From an optimization exercise on the open Yosys and OpenROAD flow, aimed at small area, a short achievable clock period and few clock cycles per item; shortcuts taken in it are not production practice. Only the layout flow was run in this run; the RTL was not checked for function there.

File: constraint.sdc
create_clock -name core_clock -period 5.0 [get_ports {s00_axis_aclk}]
set_input_delay 1.0000 -clock core_clock [delete_from_list [all_inputs] [get_ports {s00_axis_aclk}]]
set_output_delay 1.0000 -clock core_clock [all_outputs]
set_load 0.01 [all_outputs]
File: design.v
module arctan #
	(
		parameter integer C_S00_AXIS_TDATA_WIDTH	= 32,
		parameter integer C_M00_AXIS_TDATA_WIDTH	= 32,
    parameter integer ITERATIONS = 16
	)
	(
		input wire  s00_axis_aclk, s00_axis_aresetn,
		input wire  s00_axis_tlast, s00_axis_tvalid,
		input wire [C_S00_AXIS_TDATA_WIDTH-1 : 0] s00_axis_tdata,
		input wire [(C_S00_AXIS_TDATA_WIDTH/8)-1: 0] s00_axis_tstrb,
		output logic  s00_axis_tready,
		input wire  m00_axis_aclk, m00_axis_aresetn,
		input wire  m00_axis_tready,
		output logic  m00_axis_tvalid, m00_axis_tlast,
		output logic [C_M00_AXIS_TDATA_WIDTH-1 : 0] m00_axis_tdata,
		output logic [(C_M00_AXIS_TDATA_WIDTH/8)-1: 0] m00_axis_tstrb
	);
  logic ov;   
  wire adv = m00_axis_tready | ~ov;
  assign s00_axis_tready = adv;
  logic s0_v;
  logic [4:0] s0_side;
  logic signed [15:0] s0_x, s0_y;
  logic [1:0] s0_q;
  logic [0:0] s0_b;
  logic s1_v;
  logic [4:0] s1_side;
  logic signed [15:0] s1_x, s1_y;
  logic [1:0] s1_q;
  logic [1:0] s1_b;
  logic s2_v;
  logic [4:0] s2_side;
  logic signed [15:0] s2_x, s2_y;
  logic [1:0] s2_q;
  logic [2:0] s2_b;
  logic s3_v;
  logic [4:0] s3_side;
  logic signed [15:0] s3_x, s3_y;
  logic [1:0] s3_q;
  logic [3:0] s3_b;
  logic s4_v;
  logic [4:0] s4_side;
  logic signed [15:0] s4_x, s4_y;
  logic [1:0] s4_q;
  logic [4:0] s4_b;
  logic s5_v;
  logic [4:0] s5_side;
  logic signed [15:0] s5_x, s5_y;
  logic [1:0] s5_q;
  logic [5:0] s5_b;
  logic s6_v;
  logic [4:0] s6_side;
  logic signed [15:0] s6_x, s6_y;
  logic [1:0] s6_q;
  logic [6:0] s6_b;
  logic s7_v;
  logic [4:0] s7_side;
  logic signed [15:0] s7_x, s7_y;
  logic [1:0] s7_q;
  logic [7:0] s7_b;
  logic s8_v;
  logic [4:0] s8_side;
  logic signed [15:0] s8_x, s8_y;
  logic [1:0] s8_q;
  logic [8:0] s8_b;
  logic s9_v;
  logic [4:0] s9_side;
  logic signed [15:0] s9_x, s9_y;
  logic [1:0] s9_q;
  logic [9:0] s9_b;
  logic s10_v;
  logic [4:0] s10_side;
  logic signed [15:0] s10_x, s10_y;
  logic [1:0] s10_q;
  logic [10:0] s10_b;
  logic s11_v;
  logic [4:0] s11_side;
  logic signed [15:0] s11_x, s11_y;
  logic [1:0] s11_q;
  logic [11:0] s11_b;
  logic s12_v;
  logic [4:0] s12_side;
  logic signed [15:0] s12_x, s12_y;
  logic [1:0] s12_q;
  logic [12:0] s12_b;
  logic s13_v;
  logic [4:0] s13_side;
  logic signed [15:0] s13_x, s13_y;
  logic [1:0] s13_q;
  logic [13:0] s13_b;
  logic s14_v;
  logic [4:0] s14_side;
  logic signed [18:0] s14_r;
  logic [1:0] s14_bl;
  wire c0_neg = s00_axis_tdata[15:0][15];
  wire c0_yneg = s00_axis_tdata[31:16][15];
  logic signed [15:0] c0_xf, c0_yf;
  assign c0_xf = (s00_axis_tdata[15:0] ^ {16{c0_neg}}) + 16'(c0_neg);
  assign c0_yf = (s00_axis_tdata[31:16] ^ {16{c0_neg}}) + 16'(c0_neg);
  wire c0_dn0 = ~c0_yf[15];   
  logic [0:0] c0_b;
  assign c0_b = {c0_dn0};
  always_ff @(posedge s00_axis_aclk) begin
    if (s00_axis_aresetn == 1'b0) s0_v <= 1'b0;
    else if (adv) s0_v <= s00_axis_tvalid;
  end
  always_ff @(posedge s00_axis_aclk) begin
    if (adv) begin
      s0_x <= c0_xf;
      s0_y <= c0_yf;
      s0_q <= {c0_neg, c0_yneg};
      s0_b <= c0_b;
      s0_side <= {s00_axis_tlast, s00_axis_tstrb};
    end
  end
  wire c1_d0 = s0_b[0];   
  logic signed [15:0] c1_x1, c1_y1;
  logic signed [15:0] c1_x1_op;
  assign c1_x1_op = (s0_y >>> 0);
  logic [16:0] c1_x1_s;
  assign c1_x1_s = {s0_x, 1'b1} + {c1_x1_op ^ {16{s0_y[15]}}, s0_y[15]};
  assign c1_x1 = c1_x1_s[16:1];
  logic signed [15:0] c1_y1_op;
  assign c1_y1_op = (s0_x >>> 0);
  logic [16:0] c1_y1_s;
  assign c1_y1_s = {s0_y, 1'b1} + {c1_y1_op ^ {16{c1_d0}}, c1_d0};
  assign c1_y1 = c1_y1_s[16:1];
  wire c1_dn1 = ~c1_y1[15];   
  logic [1:0] c1_b;
  assign c1_b = {c1_dn1, s0_b};
  always_ff @(posedge s00_axis_aclk) begin
    if (s00_axis_aresetn == 1'b0) s1_v <= 1'b0;
    else if (adv) s1_v <= s0_v;
  end
  always_ff @(posedge s00_axis_aclk) begin
    if (adv) begin
      s1_x <= c1_x1;
      s1_y <= c1_y1;
      s1_q <= s0_q;
      s1_b <= c1_b;
      s1_side <= s0_side;
    end
  end
  wire c2_d1 = s1_b[1];   
  logic signed [15:0] c2_x2, c2_y2;
  logic signed [15:0] c2_x2_op;
  assign c2_x2_op = (s1_y >>> 1);
  logic [16:0] c2_x2_s;
  assign c2_x2_s = {s1_x, 1'b1} + {c2_x2_op ^ {16{s1_y[15]}}, s1_y[15]};
  assign c2_x2 = c2_x2_s[16:1];
  logic signed [15:0] c2_y2_op;
  assign c2_y2_op = (s1_x >>> 1);
  logic [16:0] c2_y2_s;
  assign c2_y2_s = {s1_y, 1'b1} + {c2_y2_op ^ {16{c2_d1}}, c2_d1};
  assign c2_y2 = c2_y2_s[16:1];
  wire c2_dn2 = ~c2_y2[15];   
  logic [2:0] c2_b;
  assign c2_b = {c2_dn2, s1_b};
  always_ff @(posedge s00_axis_aclk) begin
    if (s00_axis_aresetn == 1'b0) s2_v <= 1'b0;
    else if (adv) s2_v <= s1_v;
  end
  always_ff @(posedge s00_axis_aclk) begin
    if (adv) begin
      s2_x <= c2_x2;
      s2_y <= c2_y2;
      s2_q <= s1_q;
      s2_b <= c2_b;
      s2_side <= s1_side;
    end
  end
  wire c3_d2 = s2_b[2];   
  logic signed [15:0] c3_x3, c3_y3;
  logic signed [15:0] c3_x3_op;
  assign c3_x3_op = (s2_y >>> 2);
  logic [16:0] c3_x3_s;
  assign c3_x3_s = {s2_x, 1'b1} + {c3_x3_op ^ {16{s2_y[15]}}, s2_y[15]};
  assign c3_x3 = c3_x3_s[16:1];
  logic signed [15:0] c3_y3_op;
  assign c3_y3_op = (s2_x >>> 2);
  logic [16:0] c3_y3_s;
  assign c3_y3_s = {s2_y, 1'b1} + {c3_y3_op ^ {16{c3_d2}}, c3_d2};
  assign c3_y3 = c3_y3_s[16:1];
  wire c3_dn3 = ~c3_y3[15];   
  logic [3:0] c3_b;
  assign c3_b = {c3_dn3, s2_b};
  always_ff @(posedge s00_axis_aclk) begin
    if (s00_axis_aresetn == 1'b0) s3_v <= 1'b0;
    else if (adv) s3_v <= s2_v;
  end
  always_ff @(posedge s00_axis_aclk) begin
    if (adv) begin
      s3_x <= c3_x3;
      s3_y <= c3_y3;
      s3_q <= s2_q;
      s3_b <= c3_b;
      s3_side <= s2_side;
    end
  end
  wire c4_d3 = s3_b[3];   
  logic signed [15:0] c4_x4, c4_y4;
  logic signed [15:0] c4_x4_op;
  assign c4_x4_op = (s3_y >>> 3);
  logic [16:0] c4_x4_s;
  assign c4_x4_s = {s3_x, 1'b1} + {c4_x4_op ^ {16{s3_y[15]}}, s3_y[15]};
  assign c4_x4 = c4_x4_s[16:1];
  logic signed [15:0] c4_y4_op;
  assign c4_y4_op = (s3_x >>> 3);
  logic [16:0] c4_y4_s;
  assign c4_y4_s = {s3_y, 1'b1} + {c4_y4_op ^ {16{c4_d3}}, c4_d3};
  assign c4_y4 = c4_y4_s[16:1];
  wire c4_dn4 = ~c4_y4[15];   
  logic [4:0] c4_b;
  assign c4_b = {c4_dn4, s3_b};
  always_ff @(posedge s00_axis_aclk) begin
    if (s00_axis_aresetn == 1'b0) s4_v <= 1'b0;
    else if (adv) s4_v <= s3_v;
  end
  always_ff @(posedge s00_axis_aclk) begin
    if (adv) begin
      s4_x <= c4_x4;
      s4_y <= c4_y4;
      s4_q <= s3_q;
      s4_b <= c4_b;
      s4_side <= s3_side;
    end
  end
  wire c5_d4 = s4_b[4];   
  logic signed [15:0] c5_x5, c5_y5;
  logic signed [15:0] c5_x5_op;
  assign c5_x5_op = (s4_y >>> 4);
  logic [16:0] c5_x5_s;
  assign c5_x5_s = {s4_x, 1'b1} + {c5_x5_op ^ {16{s4_y[15]}}, s4_y[15]};
  assign c5_x5 = c5_x5_s[16:1];
  logic signed [15:0] c5_y5_op;
  assign c5_y5_op = (s4_x >>> 4);
  logic [16:0] c5_y5_s;
  assign c5_y5_s = {s4_y, 1'b1} + {c5_y5_op ^ {16{c5_d4}}, c5_d4};
  assign c5_y5 = c5_y5_s[16:1];
  wire c5_dn5 = ~c5_y5[15];   
  logic [5:0] c5_b;
  assign c5_b = {c5_dn5, s4_b};
  always_ff @(posedge s00_axis_aclk) begin
    if (s00_axis_aresetn == 1'b0) s5_v <= 1'b0;
    else if (adv) s5_v <= s4_v;
  end
  always_ff @(posedge s00_axis_aclk) begin
    if (adv) begin
      s5_x <= c5_x5;
      s5_y <= c5_y5;
      s5_q <= s4_q;
      s5_b <= c5_b;
      s5_side <= s4_side;
    end
  end
  wire c6_d5 = s5_b[5];   
  logic signed [15:0] c6_x6, c6_y6;
  logic signed [15:0] c6_x6_op;
  assign c6_x6_op = (s5_y >>> 5);
  logic [16:0] c6_x6_s;
  assign c6_x6_s = {s5_x, 1'b1} + {c6_x6_op ^ {16{s5_y[15]}}, s5_y[15]};
  assign c6_x6 = c6_x6_s[16:1];
  logic signed [15:0] c6_y6_op;
  assign c6_y6_op = (s5_x >>> 5);
  logic [16:0] c6_y6_s;
  assign c6_y6_s = {s5_y, 1'b1} + {c6_y6_op ^ {16{c6_d5}}, c6_d5};
  assign c6_y6 = c6_y6_s[16:1];
  wire c6_dn6 = ~c6_y6[15];   
  logic [6:0] c6_b;
  assign c6_b = {c6_dn6, s5_b};
  always_ff @(posedge s00_axis_aclk) begin
    if (s00_axis_aresetn == 1'b0) s6_v <= 1'b0;
    else if (adv) s6_v <= s5_v;
  end
  always_ff @(posedge s00_axis_aclk) begin
    if (adv) begin
      s6_x <= c6_x6;
      s6_y <= c6_y6;
      s6_q <= s5_q;
      s6_b <= c6_b;
      s6_side <= s5_side;
    end
  end
  wire c7_d6 = s6_b[6];   
  logic signed [15:0] c7_x7, c7_y7;
  logic signed [15:0] c7_x7_op;
  assign c7_x7_op = (s6_y >>> 6);
  logic [16:0] c7_x7_s;
  assign c7_x7_s = {s6_x, 1'b1} + {c7_x7_op ^ {16{s6_y[15]}}, s6_y[15]};
  assign c7_x7 = c7_x7_s[16:1];
  logic signed [15:0] c7_y7_op;
  assign c7_y7_op = (s6_x >>> 6);
  logic [16:0] c7_y7_s;
  assign c7_y7_s = {s6_y, 1'b1} + {c7_y7_op ^ {16{c7_d6}}, c7_d6};
  assign c7_y7 = c7_y7_s[16:1];
  wire c7_dn7 = ~c7_y7[15];   
  logic [7:0] c7_b;
  assign c7_b = {c7_dn7, s6_b};
  always_ff @(posedge s00_axis_aclk) begin
    if (s00_axis_aresetn == 1'b0) s7_v <= 1'b0;
    else if (adv) s7_v <= s6_v;
  end
  always_ff @(posedge s00_axis_aclk) begin
    if (adv) begin
      s7_x <= c7_x7;
      s7_y <= c7_y7;
      s7_q <= s6_q;
      s7_b <= c7_b;
      s7_side <= s6_side;
    end
  end
  wire c8_d7 = s7_b[7];   
  logic signed [15:0] c8_x8, c8_y8;
  logic signed [15:0] c8_x8_op;
  assign c8_x8_op = (s7_y >>> 7);
  logic [16:0] c8_x8_s;
  assign c8_x8_s = {s7_x, 1'b1} + {c8_x8_op ^ {16{s7_y[15]}}, s7_y[15]};
  assign c8_x8 = c8_x8_s[16:1];
  logic signed [15:0] c8_y8_op;
  assign c8_y8_op = (s7_x >>> 7);
  logic [16:0] c8_y8_s;
  assign c8_y8_s = {s7_y, 1'b1} + {c8_y8_op ^ {16{c8_d7}}, c8_d7};
  assign c8_y8 = c8_y8_s[16:1];
  wire c8_dn8 = ~c8_y8[15];   
  logic [8:0] c8_b;
  assign c8_b = {c8_dn8, s7_b};
  always_ff @(posedge s00_axis_aclk) begin
    if (s00_axis_aresetn == 1'b0) s8_v <= 1'b0;
    else if (adv) s8_v <= s7_v;
  end
  always_ff @(posedge s00_axis_aclk) begin
    if (adv) begin
      s8_x <= c8_x8;
      s8_y <= c8_y8;
      s8_q <= s7_q;
      s8_b <= c8_b;
      s8_side <= s7_side;
    end
  end
  wire c9_d8 = s8_b[8];   
  logic signed [15:0] c9_x9, c9_y9;
  logic signed [15:0] c9_x9_op;
  assign c9_x9_op = (s8_y >>> 8);
  logic [16:0] c9_x9_s;
  assign c9_x9_s = {s8_x, 1'b1} + {c9_x9_op ^ {16{s8_y[15]}}, s8_y[15]};
  assign c9_x9 = c9_x9_s[16:1];
  logic signed [15:0] c9_y9_op;
  assign c9_y9_op = (s8_x >>> 8);
  logic [16:0] c9_y9_s;
  assign c9_y9_s = {s8_y, 1'b1} + {c9_y9_op ^ {16{c9_d8}}, c9_d8};
  assign c9_y9 = c9_y9_s[16:1];
  wire c9_dn9 = ~c9_y9[15];   
  logic [9:0] c9_b;
  assign c9_b = {c9_dn9, s8_b};
  always_ff @(posedge s00_axis_aclk) begin
    if (s00_axis_aresetn == 1'b0) s9_v <= 1'b0;
    else if (adv) s9_v <= s8_v;
  end
  always_ff @(posedge s00_axis_aclk) begin
    if (adv) begin
      s9_x <= c9_x9;
      s9_y <= c9_y9;
      s9_q <= s8_q;
      s9_b <= c9_b;
      s9_side <= s8_side;
    end
  end
  wire c10_d9 = s9_b[9];   
  logic signed [15:0] c10_x10, c10_y10;
  logic signed [15:0] c10_x10_op;
  assign c10_x10_op = (s9_y >>> 9);
  logic [16:0] c10_x10_s;
  assign c10_x10_s = {s9_x, 1'b1} + {c10_x10_op ^ {16{s9_y[15]}}, s9_y[15]};
  assign c10_x10 = c10_x10_s[16:1];
  logic signed [15:0] c10_y10_op;
  assign c10_y10_op = (s9_x >>> 9);
  logic [16:0] c10_y10_s;
  assign c10_y10_s = {s9_y, 1'b1} + {c10_y10_op ^ {16{c10_d9}}, c10_d9};
  assign c10_y10 = c10_y10_s[16:1];
  wire c10_dn10 = ~c10_y10[15];   
  logic [10:0] c10_b;
  assign c10_b = {c10_dn10, s9_b};
  always_ff @(posedge s00_axis_aclk) begin
    if (s00_axis_aresetn == 1'b0) s10_v <= 1'b0;
    else if (adv) s10_v <= s9_v;
  end
  always_ff @(posedge s00_axis_aclk) begin
    if (adv) begin
      s10_x <= c10_x10;
      s10_y <= c10_y10;
      s10_q <= s9_q;
      s10_b <= c10_b;
      s10_side <= s9_side;
    end
  end
  wire c11_d10 = s10_b[10];   
  logic signed [15:0] c11_x11, c11_y11;
  logic signed [15:0] c11_x11_op;
  assign c11_x11_op = (s10_y >>> 10);
  logic [16:0] c11_x11_s;
  assign c11_x11_s = {s10_x, 1'b1} + {c11_x11_op ^ {16{s10_y[15]}}, s10_y[15]};
  assign c11_x11 = c11_x11_s[16:1];
  logic signed [15:0] c11_y11_op;
  assign c11_y11_op = (s10_x >>> 10);
  logic [16:0] c11_y11_s;
  assign c11_y11_s = {s10_y, 1'b1} + {c11_y11_op ^ {16{c11_d10}}, c11_d10};
  assign c11_y11 = c11_y11_s[16:1];
  wire c11_dn11 = ~c11_y11[15];   
  logic [11:0] c11_b;
  assign c11_b = {c11_dn11, s10_b};
  always_ff @(posedge s00_axis_aclk) begin
    if (s00_axis_aresetn == 1'b0) s11_v <= 1'b0;
    else if (adv) s11_v <= s10_v;
  end
  always_ff @(posedge s00_axis_aclk) begin
    if (adv) begin
      s11_x <= c11_x11;
      s11_y <= c11_y11;
      s11_q <= s10_q;
      s11_b <= c11_b;
      s11_side <= s10_side;
    end
  end
  wire c12_d11 = s11_b[11];   
  logic signed [15:0] c12_x12, c12_y12;
  logic signed [15:0] c12_x12_op;
  assign c12_x12_op = (s11_y >>> 11);
  logic [16:0] c12_x12_s;
  assign c12_x12_s = {s11_x, 1'b1} + {c12_x12_op ^ {16{s11_y[15]}}, s11_y[15]};
  assign c12_x12 = c12_x12_s[16:1];
  logic signed [15:0] c12_y12_op;
  assign c12_y12_op = (s11_x >>> 11);
  logic [16:0] c12_y12_s;
  assign c12_y12_s = {s11_y, 1'b1} + {c12_y12_op ^ {16{c12_d11}}, c12_d11};
  assign c12_y12 = c12_y12_s[16:1];
  wire c12_dn12 = ~c12_y12[15];   
  logic [12:0] c12_b;
  assign c12_b = {c12_dn12, s11_b};
  always_ff @(posedge s00_axis_aclk) begin
    if (s00_axis_aresetn == 1'b0) s12_v <= 1'b0;
    else if (adv) s12_v <= s11_v;
  end
  always_ff @(posedge s00_axis_aclk) begin
    if (adv) begin
      s12_x <= c12_x12;
      s12_y <= c12_y12;
      s12_q <= s11_q;
      s12_b <= c12_b;
      s12_side <= s11_side;
    end
  end
  wire c13_d12 = s12_b[12];   
  logic signed [15:0] c13_x13, c13_y13;
  logic signed [15:0] c13_x13_op;
  assign c13_x13_op = (s12_y >>> 12);
  logic [16:0] c13_x13_s;
  assign c13_x13_s = {s12_x, 1'b1} + {c13_x13_op ^ {16{s12_y[15]}}, s12_y[15]};
  assign c13_x13 = c13_x13_s[16:1];
  logic signed [15:0] c13_y13_op;
  assign c13_y13_op = (s12_x >>> 12);
  logic [16:0] c13_y13_s;
  assign c13_y13_s = {s12_y, 1'b1} + {c13_y13_op ^ {16{c13_d12}}, c13_d12};
  assign c13_y13 = c13_y13_s[16:1];
  wire c13_dn13 = ~c13_y13[15];   
  logic [13:0] c13_b;
  assign c13_b = {c13_dn13, s12_b};
  always_ff @(posedge s00_axis_aclk) begin
    if (s00_axis_aresetn == 1'b0) s13_v <= 1'b0;
    else if (adv) s13_v <= s12_v;
  end
  always_ff @(posedge s00_axis_aclk) begin
    if (adv) begin
      s13_x <= c13_x13;
      s13_y <= c13_y13;
      s13_q <= s12_q;
      s13_b <= c13_b;
      s13_side <= s12_side;
    end
  end
  wire c14_d13 = s13_b[13];   
  logic signed [15:0] c14_y14;
  logic signed [15:0] c14_y14_op;
  assign c14_y14_op = (s13_x >>> 13);
  logic [16:0] c14_y14_s;
  assign c14_y14_s = {s13_y, 1'b1} + {c14_y14_op ^ {16{c14_d13}}, c14_d13};
  assign c14_y14 = c14_y14_s[16:1];
  wire c14_d14 = ~c14_y14[15];   
  logic signed [18:0] c14_k;
  assign c14_k = (s13_q[1] ? (s13_q[0] ? (s13_b[4] ? (s13_b[3] ? (s13_b[2] ? (s13_b[1] ? (s13_b[0] ? -19'sd49906 : -19'sd101376) : (s13_b[0] ? -19'sd80290 : -19'sd131760)) : (s13_b[1] ? (s13_b[0] ? -19'sd65960 : -19'sd117430) : (s13_b[0] ? -19'sd96344 : -19'sd147814))) : (s13_b[2] ? (s13_b[1] ? (s13_b[0] ? -19'sd58054 : -19'sd109524) : (s13_b[0] ? -19'sd88438 : -19'sd139908)) : (s13_b[1] ? (s13_b[0] ? -19'sd74108 : -19'sd125578) : (s13_b[0] ? -19'sd104492 : -19'sd155962)))) : (s13_b[3] ? (s13_b[2] ? (s13_b[1] ? (s13_b[0] ? -19'sd53996 : -19'sd105466) : (s13_b[0] ? -19'sd84380 : -19'sd135850)) : (s13_b[1] ? (s13_b[0] ? -19'sd70050 : -19'sd121520) : (s13_b[0] ? -19'sd100434 : -19'sd151904))) : (s13_b[2] ? (s13_b[1] ? (s13_b[0] ? -19'sd62144 : -19'sd113614) : (s13_b[0] ? -19'sd92528 : -19'sd143998)) : (s13_b[1] ? (s13_b[0] ? -19'sd78198 : -19'sd129668) : (s13_b[0] ? -19'sd108582 : -19'sd160052))))) : (s13_b[4] ? (s13_b[3] ? (s13_b[2] ? (s13_b[1] ? (s13_b[0] ? 19'sd155980 : 19'sd104510) : (s13_b[0] ? 19'sd125596 : 19'sd74126)) : (s13_b[1] ? (s13_b[0] ? 19'sd139926 : 19'sd88456) : (s13_b[0] ? 19'sd109542 : 19'sd58072))) : (s13_b[2] ? (s13_b[1] ? (s13_b[0] ? 19'sd147832 : 19'sd96362) : (s13_b[0] ? 19'sd117448 : 19'sd65978)) : (s13_b[1] ? (s13_b[0] ? 19'sd131778 : 19'sd80308) : (s13_b[0] ? 19'sd101394 : 19'sd49924)))) : (s13_b[3] ? (s13_b[2] ? (s13_b[1] ? (s13_b[0] ? 19'sd151890 : 19'sd100420) : (s13_b[0] ? 19'sd121506 : 19'sd70036)) : (s13_b[1] ? (s13_b[0] ? 19'sd135836 : 19'sd84366) : (s13_b[0] ? 19'sd105452 : 19'sd53982))) : (s13_b[2] ? (s13_b[1] ? (s13_b[0] ? 19'sd143742 : 19'sd92272) : (s13_b[0] ? 19'sd113358 : 19'sd61888)) : (s13_b[1] ? (s13_b[0] ? 19'sd127688 : 19'sd76218) : (s13_b[0] ? 19'sd97304 : 19'sd45834)))))) : (s13_b[4] ? (s13_b[3] ? (s13_b[2] ? (s13_b[1] ? (s13_b[0] ? 19'sd53037 : 19'sd1567) : (s13_b[0] ? 19'sd22653 : -19'sd28817)) : (s13_b[1] ? (s13_b[0] ? 19'sd36983 : -19'sd14487) : (s13_b[0] ? 19'sd6599 : -19'sd44871))) : (s13_b[2] ? (s13_b[1] ? (s13_b[0] ? 19'sd44889 : -19'sd6581) : (s13_b[0] ? 19'sd14505 : -19'sd36965)) : (s13_b[1] ? (s13_b[0] ? 19'sd28835 : -19'sd22635) : (s13_b[0] ? -19'sd1549 : -19'sd53019)))) : (s13_b[3] ? (s13_b[2] ? (s13_b[1] ? (s13_b[0] ? 19'sd48947 : -19'sd2523) : (s13_b[0] ? 19'sd18563 : -19'sd32907)) : (s13_b[1] ? (s13_b[0] ? 19'sd32893 : -19'sd18577) : (s13_b[0] ? 19'sd2509 : -19'sd48961))) : (s13_b[2] ? (s13_b[1] ? (s13_b[0] ? 19'sd40799 : -19'sd10671) : (s13_b[0] ? 19'sd10415 : -19'sd41055)) : (s13_b[1] ? (s13_b[0] ? 19'sd24745 : -19'sd26725) : (s13_b[0] ? -19'sd5639 : -19'sd57109))))));
  logic [18:0] c14_g0;
  assign c14_g0 = (s13_b[12] ? (s13_b[11] ? (s13_b[10] ? (s13_b[9] ? (s13_b[8] ? (s13_b[7] ? (s13_b[6] ? (s13_b[5] ? 19'd4064 : 19'd2018) : (s13_b[5] ? 19'd3042 : 19'd996)) : (s13_b[6] ? (s13_b[5] ? 19'd3554 : 19'd1508) : (s13_b[5] ? 19'd2532 : 19'd486))) : (s13_b[7] ? (s13_b[6] ? (s13_b[5] ? 19'd3810 : 19'd1764) : (s13_b[5] ? 19'd2788 : 19'd742)) : (s13_b[6] ? (s13_b[5] ? 19'd3300 : 19'd1254) : (s13_b[5] ? 19'd2278 : 19'd232)))) : (s13_b[8] ? (s13_b[7] ? (s13_b[6] ? (s13_b[5] ? 19'd3938 : 19'd1892) : (s13_b[5] ? 19'd2916 : 19'd870)) : (s13_b[6] ? (s13_b[5] ? 19'd3428 : 19'd1382) : (s13_b[5] ? 19'd2406 : 19'd360))) : (s13_b[7] ? (s13_b[6] ? (s13_b[5] ? 19'd3684 : 19'd1638) : (s13_b[5] ? 19'd2662 : 19'd616)) : (s13_b[6] ? (s13_b[5] ? 19'd3174 : 19'd1128) : (s13_b[5] ? 19'd2152 : 19'd106))))) : (s13_b[9] ? (s13_b[8] ? (s13_b[7] ? (s13_b[6] ? (s13_b[5] ? 19'd4002 : 19'd1956) : (s13_b[5] ? 19'd2980 : 19'd934)) : (s13_b[6] ? (s13_b[5] ? 19'd3492 : 19'd1446) : (s13_b[5] ? 19'd2470 : 19'd424))) : (s13_b[7] ? (s13_b[6] ? (s13_b[5] ? 19'd3748 : 19'd1702) : (s13_b[5] ? 19'd2726 : 19'd680)) : (s13_b[6] ? (s13_b[5] ? 19'd3238 : 19'd1192) : (s13_b[5] ? 19'd2216 : 19'd170)))) : (s13_b[8] ? (s13_b[7] ? (s13_b[6] ? (s13_b[5] ? 19'd3876 : 19'd1830) : (s13_b[5] ? 19'd2854 : 19'd808)) : (s13_b[6] ? (s13_b[5] ? 19'd3366 : 19'd1320) : (s13_b[5] ? 19'd2344 : 19'd298))) : (s13_b[7] ? (s13_b[6] ? (s13_b[5] ? 19'd3622 : 19'd1576) : (s13_b[5] ? 19'd2600 : 19'd554)) : (s13_b[6] ? (s13_b[5] ? 19'd3112 : 19'd1066) : (s13_b[5] ? 19'd2090 : 19'd44)))))) : (s13_b[10] ? (s13_b[9] ? (s13_b[8] ? (s13_b[7] ? (s13_b[6] ? (s13_b[5] ? 19'd4034 : 19'd1988) : (s13_b[5] ? 19'd3012 : 19'd966)) : (s13_b[6] ? (s13_b[5] ? 19'd3524 : 19'd1478) : (s13_b[5] ? 19'd2502 : 19'd456))) : (s13_b[7] ? (s13_b[6] ? (s13_b[5] ? 19'd3780 : 19'd1734) : (s13_b[5] ? 19'd2758 : 19'd712)) : (s13_b[6] ? (s13_b[5] ? 19'd3270 : 19'd1224) : (s13_b[5] ? 19'd2248 : 19'd202)))) : (s13_b[8] ? (s13_b[7] ? (s13_b[6] ? (s13_b[5] ? 19'd3908 : 19'd1862) : (s13_b[5] ? 19'd2886 : 19'd840)) : (s13_b[6] ? (s13_b[5] ? 19'd3398 : 19'd1352) : (s13_b[5] ? 19'd2376 : 19'd330))) : (s13_b[7] ? (s13_b[6] ? (s13_b[5] ? 19'd3654 : 19'd1608) : (s13_b[5] ? 19'd2632 : 19'd586)) : (s13_b[6] ? (s13_b[5] ? 19'd3144 : 19'd1098) : (s13_b[5] ? 19'd2122 : 19'd76))))) : (s13_b[9] ? (s13_b[8] ? (s13_b[7] ? (s13_b[6] ? (s13_b[5] ? 19'd3972 : 19'd1926) : (s13_b[5] ? 19'd2950 : 19'd904)) : (s13_b[6] ? (s13_b[5] ? 19'd3462 : 19'd1416) : (s13_b[5] ? 19'd2440 : 19'd394))) : (s13_b[7] ? (s13_b[6] ? (s13_b[5] ? 19'd3718 : 19'd1672) : (s13_b[5] ? 19'd2696 : 19'd650)) : (s13_b[6] ? (s13_b[5] ? 19'd3208 : 19'd1162) : (s13_b[5] ? 19'd2186 : 19'd140)))) : (s13_b[8] ? (s13_b[7] ? (s13_b[6] ? (s13_b[5] ? 19'd3846 : 19'd1800) : (s13_b[5] ? 19'd2824 : 19'd778)) : (s13_b[6] ? (s13_b[5] ? 19'd3336 : 19'd1290) : (s13_b[5] ? 19'd2314 : 19'd268))) : (s13_b[7] ? (s13_b[6] ? (s13_b[5] ? 19'd3592 : 19'd1546) : (s13_b[5] ? 19'd2570 : 19'd524)) : (s13_b[6] ? (s13_b[5] ? 19'd3082 : 19'd1036) : (s13_b[5] ? 19'd2060 : 19'd14))))))) : (s13_b[11] ? (s13_b[10] ? (s13_b[9] ? (s13_b[8] ? (s13_b[7] ? (s13_b[6] ? (s13_b[5] ? 19'd4050 : 19'd2004) : (s13_b[5] ? 19'd3028 : 19'd982)) : (s13_b[6] ? (s13_b[5] ? 19'd3540 : 19'd1494) : (s13_b[5] ? 19'd2518 : 19'd472))) : (s13_b[7] ? (s13_b[6] ? (s13_b[5] ? 19'd3796 : 19'd1750) : (s13_b[5] ? 19'd2774 : 19'd728)) : (s13_b[6] ? (s13_b[5] ? 19'd3286 : 19'd1240) : (s13_b[5] ? 19'd2264 : 19'd218)))) : (s13_b[8] ? (s13_b[7] ? (s13_b[6] ? (s13_b[5] ? 19'd3924 : 19'd1878) : (s13_b[5] ? 19'd2902 : 19'd856)) : (s13_b[6] ? (s13_b[5] ? 19'd3414 : 19'd1368) : (s13_b[5] ? 19'd2392 : 19'd346))) : (s13_b[7] ? (s13_b[6] ? (s13_b[5] ? 19'd3670 : 19'd1624) : (s13_b[5] ? 19'd2648 : 19'd602)) : (s13_b[6] ? (s13_b[5] ? 19'd3160 : 19'd1114) : (s13_b[5] ? 19'd2138 : 19'd92))))) : (s13_b[9] ? (s13_b[8] ? (s13_b[7] ? (s13_b[6] ? (s13_b[5] ? 19'd3988 : 19'd1942) : (s13_b[5] ? 19'd2966 : 19'd920)) : (s13_b[6] ? (s13_b[5] ? 19'd3478 : 19'd1432) : (s13_b[5] ? 19'd2456 : 19'd410))) : (s13_b[7] ? (s13_b[6] ? (s13_b[5] ? 19'd3734 : 19'd1688) : (s13_b[5] ? 19'd2712 : 19'd666)) : (s13_b[6] ? (s13_b[5] ? 19'd3224 : 19'd1178) : (s13_b[5] ? 19'd2202 : 19'd156)))) : (s13_b[8] ? (s13_b[7] ? (s13_b[6] ? (s13_b[5] ? 19'd3862 : 19'd1816) : (s13_b[5] ? 19'd2840 : 19'd794)) : (s13_b[6] ? (s13_b[5] ? 19'd3352 : 19'd1306) : (s13_b[5] ? 19'd2330 : 19'd284))) : (s13_b[7] ? (s13_b[6] ? (s13_b[5] ? 19'd3608 : 19'd1562) : (s13_b[5] ? 19'd2586 : 19'd540)) : (s13_b[6] ? (s13_b[5] ? 19'd3098 : 19'd1052) : (s13_b[5] ? 19'd2076 : 19'd30)))))) : (s13_b[10] ? (s13_b[9] ? (s13_b[8] ? (s13_b[7] ? (s13_b[6] ? (s13_b[5] ? 19'd4020 : 19'd1974) : (s13_b[5] ? 19'd2998 : 19'd952)) : (s13_b[6] ? (s13_b[5] ? 19'd3510 : 19'd1464) : (s13_b[5] ? 19'd2488 : 19'd442))) : (s13_b[7] ? (s13_b[6] ? (s13_b[5] ? 19'd3766 : 19'd1720) : (s13_b[5] ? 19'd2744 : 19'd698)) : (s13_b[6] ? (s13_b[5] ? 19'd3256 : 19'd1210) : (s13_b[5] ? 19'd2234 : 19'd188)))) : (s13_b[8] ? (s13_b[7] ? (s13_b[6] ? (s13_b[5] ? 19'd3894 : 19'd1848) : (s13_b[5] ? 19'd2872 : 19'd826)) : (s13_b[6] ? (s13_b[5] ? 19'd3384 : 19'd1338) : (s13_b[5] ? 19'd2362 : 19'd316))) : (s13_b[7] ? (s13_b[6] ? (s13_b[5] ? 19'd3640 : 19'd1594) : (s13_b[5] ? 19'd2618 : 19'd572)) : (s13_b[6] ? (s13_b[5] ? 19'd3130 : 19'd1084) : (s13_b[5] ? 19'd2108 : 19'd62))))) : (s13_b[9] ? (s13_b[8] ? (s13_b[7] ? (s13_b[6] ? (s13_b[5] ? 19'd3958 : 19'd1912) : (s13_b[5] ? 19'd2936 : 19'd890)) : (s13_b[6] ? (s13_b[5] ? 19'd3448 : 19'd1402) : (s13_b[5] ? 19'd2426 : 19'd380))) : (s13_b[7] ? (s13_b[6] ? (s13_b[5] ? 19'd3704 : 19'd1658) : (s13_b[5] ? 19'd2682 : 19'd636)) : (s13_b[6] ? (s13_b[5] ? 19'd3194 : 19'd1148) : (s13_b[5] ? 19'd2172 : 19'd126)))) : (s13_b[8] ? (s13_b[7] ? (s13_b[6] ? (s13_b[5] ? 19'd3832 : 19'd1786) : (s13_b[5] ? 19'd2810 : 19'd764)) : (s13_b[6] ? (s13_b[5] ? 19'd3322 : 19'd1276) : (s13_b[5] ? 19'd2300 : 19'd254))) : (s13_b[7] ? (s13_b[6] ? (s13_b[5] ? 19'd3578 : 19'd1532) : (s13_b[5] ? 19'd2556 : 19'd510)) : (s13_b[6] ? (s13_b[5] ? 19'd3068 : 19'd1022) : (s13_b[5] ? 19'd2046 : 19'd0))))))));
  logic signed [18:0] c14_r;
  assign c14_r = c14_k + c14_g0;
  logic [14:0] c14_b;
  assign c14_b = {c14_d14, s13_b};
  always_ff @(posedge s00_axis_aclk) begin
    if (s00_axis_aresetn == 1'b0) s14_v <= 1'b0;
    else if (adv) s14_v <= s13_v;
  end
  always_ff @(posedge s00_axis_aclk) begin
    if (adv) begin
      s14_r <= c14_r;
      s14_bl <= c14_b[14:13];
      s14_side <= s13_side;
    end
  end
  logic signed [18:0] c15_ph;
  assign c15_ph = s14_r + 19'({s14_bl[0] & s14_bl[1], s14_bl[0] & ~s14_bl[1], s14_bl[0] ^ s14_bl[1], 1'b0});
  logic signed [18:0] o_ph;
  logic [4:0] o_side;
  always_ff @(posedge s00_axis_aclk) begin
    if (s00_axis_aresetn == 1'b0) ov <= 1'b0;
    else if (adv) ov <= s14_v;
  end
  always_ff @(posedge s00_axis_aclk) begin
    if (adv) begin
      o_ph <= c15_ph;
      o_side <= s14_side;
    end
  end
  assign m00_axis_tvalid = ov;
  assign m00_axis_tdata = {{(C_M00_AXIS_TDATA_WIDTH-19){o_ph[18]}}, o_ph};
  assign m00_axis_tlast = o_side[4];
  assign m00_axis_tstrb = o_side[3:0];
endmodule
File: config.mk
export PLATFORM = sky130hd
export DESIGN_NAME = arctan
export DESIGN_NICKNAME = arctan
export VERILOG_FILES = /design/flow/design.v
export SDC_FILE = /design/flow/constraint.sdc
export NUM_CORES = 4
export LEC_CHECK = 0
export CAP_MARGIN = 20
export CORE_MARGIN = 2
export CORE_UTILIZATION = 40
export SETUP_SLACK_MARGIN = 1.7
export SLEW_MARGIN = 20
File: run.sh
#!/bin/bash
# synth_recipe.tcl (not shown) runs the flow's synth.tcl, then flattens the netlist and writes it again
# the make line also repeats each setting of config.mk as NAME=value (left out here)
make -C /OpenROAD-flow-scripts/flow DESIGN_CONFIG=/design/flow/config.mk WORK_HOME=/design/flow/orfs CLKGATE_MAP_FILE= SYNTH_SCRIPT=/design/flow/synth_recipe.tcl finish
==> key figures <==
Outcome
  – Status: no timing/DRC/antenna violations

Placement
  – GPL Wtd Cong: 0.7972
  – Count of input and output buffers: 79
  – Post-place setup slack: 1.053 ns
  – HPWL Detailed: 58,770 um

Timing
  – RSZ-0062 raised after global routing: true
  – Final number of setup-violating endpoints: 0
  – Final TNS setup: 0 ns
  – Fin crit share: 0.7410
  – Final Max Tran Viols: 0
  – Slew headroom: 0.2828
  – Hold Vio Cnt, Final: 0
  – Peak Freq: 0.2699 GHz
  – Pin slew with the least headroom to its limit: 1.076 ns
  – Final min period: 3.705 ns
  – Worst setup margin: 1.295 ns
  – Worst Skew: 0.05486 ns

Critical path
  – Beginning of the critical path: s13_b[6]
  – WP data arrival: 4.08 ns
  – Reg-to-Reg Start: s13_b[6]
  – CP required: 5.37 ns
  – Crit Path Category: flop to flop
  – Crit Path Max Fanout: 3
  – CP Cell Sequence: ha_4 -> or3_4 -> o221a_4 -> nor2_1 -> a21oi_1 -> mux2i_1 -> mux2i_1 -> mux2_4 -> fa_2 -> nor2b_4 -> o21ai_2 -> a21boi_2 -> buf_4 -> buf_6 -> buf_6 -> buf_6 -> nor3_4 -> o21bai_1 -> a21oi_1 -> xnor2_1
  – Crit-path max cell delay: 0.47 ns
  – Worst setup SP type: flop
  – Critical-path top delay cell: edfxtp_1
  – Worst setup EP type: flop
  – CP dominant cell by count: buf_6

Finish
  – Antenna diodes: 0
  – Commonest cells after routing, fill and taps aside: 674 x edfxtp_1, 407 x xor2_1, 363 x ha_1
  – Area grow syn2layout: 14.45%
  – Top flop regs: o_ph: 19 flops, s14_r: 19 flops
  – Nets: 4,260
  – Share of cells above drive strength 1: 0.08105
  – Most common cell after layout, fill and taps aside: edfxtp_1

Floorplan
  – Initial Util: 0.4020
  – Die H: 328.8 um
  – Site row count: 119
  – Die area: 108,100 um2
  – Die Width: 328.8 um
  – Io pins: 82
  – Core area: 105,000 um2

Flow run
  – Maxcap violations: 0

Clock tree
  – CTS tree: done
  – Num CTS Buffers: 80
  – Clock buffer depth: 3
  – Hold buffers post-CTS: 0
  – Root buf cell: clkbuf_16
  – H-tree Lvls: 3
  – Clock sink count: 690
  – Worst-Skew Late Latency: 0.67 ns
  – Clock slew at reported path FFs: 0.06 ns

Global route
  – All-Layer GR Usage: 0.1509
  – Largest net degree at the start of global routing: 179
  – Antenna violations before repair: 2
  – Vias in the first global route: 26,105
  – Global route overflow: 0
  – First-pass GRT wire length: 133,300 um

Synth
  – Yosys top cell by area: edfxtp_1
  – Post-synth cell types: 82
  – Avg Cell Area, Syn: 11.51 um2
  – Syn Nets: 4,079
  – Most used DFF post-synth: edfxtp_1
  – Post-Synthesis Cells: 3,666
  – Async S/R FF share, synth: 0
  – Yosys warns: 1
  – Sequential area share after synthesis: 0.4873
  – Post-synthesis instance area: 42,190 um2
  – Ranking of synthesized cells by area: edfxtp_1 48%, ha_1 11%, xor2_1 8.5%
  – Post-synth top area share: 0.4797
  – EDFF count, synth: 674
  – Seq cells post-synth: 690

Drt
  – Final ANT Viol Nets: 0
  – WL final: 81,530 um
  – WL/cell: 15.38 um
  – Drt first pass iters: 5
  – Vias/cell: 5.083
  – Initial DRC Count: 1,311
  – Vias: 26,948
  – Drt drc: 0

Min path
  – HP Class: flop to flop
  – HP Start: s4_b[0]
[cells in the mapped netlist (all sizes together) (8+ instances only)]
| library cell | n |
|---|---|
| nand4 | 31 |
| a21boi | 27 |
| and3 | 38 |
| a21o | 91 |
| o22ai | 8 |
| nand3 | 72 |
| a31oi | 23 |
| and2 | 24 |
| xor2 | 409 |
| o2bb2ai | 10 |
| o21bai | 62 |
| or2 | 12 |
| o21ai | 146 |
| mux2i | 44 |
| o31ai | 20 |
| dfxtp | 16 |
| nand2 | 220 |
| o21a | 58 |
| buf | 51 |
| nand2b | 43 |
| clkbuf | 41 |
| nor2b | 22 |
| xnor2 | 325 |
| nor3 | 45 |
| a211oi | 17 |
| ha | 368 |
| o211ai | 14 |
| mux2 | 12 |
| edfxtp | 674 |
| a2111oi | 9 |
| nor4 | 9 |
| nor3b | 16 |
| a21oi | 289 |
| nor2 | 176 |
| inv | 130 |
[final timing paths]
path                    to  slack [ns]  cells after the start
hold / removal     s5_b[0]        0.40                      0
setup / recovery  s14_r[9]        1.29                     20
hold reg to reg    s5_b[0]        0.40                      0
setup reg to reg  s14_r[9]        1.29                     20
[worst max-delay path: cells and delay by family (launching register included)]
| kind | cells | cell delay, ns |
|---|---|---|
| AO/OA/AOI/OAI | 6 | 0.69 |
| XOR/XNOR | 1 | 0.13 |
| adder cells (fa/ha/maj) | 2 | 0.59 |
| buffers and inverters | 4 | 0.40 |
| flip-flops | 1 | 0.47 |
| multiplexers | 3 | 0.60 |
| AND/OR/NAND/NOR | 4 | 0.57 |
[area by class of cell]
| class | instances | area (um2) |
|---|---|---|
| clock buffer | 96 | 2062 |
| clock inverter | 50 | 680.7 |
| fill | 9633 | 56680 |
| inverter | 130 | 506.7 |
| multi-input combinational | 2754 | 20980 |
| sequential | 690 | 20560 |
| tap | 1391 | 1740 |
| timing repair buffer | 190 | 1748 |
| timing repair inverter | 1 | 8.758 |
[through the flow]
step                      instances  hold slack (ns)  area (um2)  utilization
final                          5302           0.3950       48290       0.4600
after global routing           5302           0.4025       48290       0.4600
after CTS                      5256           0.3909       47780       0.4552
after detailed placement       5062           0.4045       44550       0.4244
after global placement         5062           0.4014       44550       0.4244
after floorplan                3666           0.4003       42300            -
[what timing repair did]
action	in CTS	in global routing
endpoints found under the setup margin	33	33
pin swaps	19	34
gates resized for setup	23	33
setup buffers	47	46
gates cloned	1	0
[cells by family after synthesis]
logic type / synth area share
buffers and inverters: 0.02162
xor gates and xnor gates: 0.1524
muxes: 0.01364
adders and majority gates: 0.1101
and+or+nand+nor: 0.08440
AOI/OAI and AO/OA: 0.1306
DFF: 0.4873
[routing by layer]
layer / vias to the layer above / part of all wire / GRT usage
li1: 13786 / - / -
met1: 12696 / 0.44 / 0.1862
met2: 340 / 0.51 / 0.2710
met3: 124 / 0.030 / 0.02273
met4: 2 / 0.024 / 0.04457
met5: - / 0.00016 / 0

## static timing again, ports no longer ideal
No port has a modelled driver above. Below, the same layout with a new extraction and two added sets of constraints.
Step 1: set_driving_cell puts a clkbuf_16 on s00_axis_aclk and a buf_2 on each other input, an assumption about the parent block.
Step 2 also shifts input and output timing later by t, the mid clock arrival at the registers, as if the neighbouring blocks saw the same clock.
Slacks: no drivers / after step 1 / after step 2; pairs: no drivers / after step 1.
t (ns): 0.712
slack for setup (ns): 1.295 / 1.295 / 1.295
worst setup path at the end: register to register
worst data-port slew with drivers (ns): 0.07
After both steps setup and hold are still met in this run. The setup slack of this run moves by 0.000 ns with the drivers and by 0.000 ns with both steps.
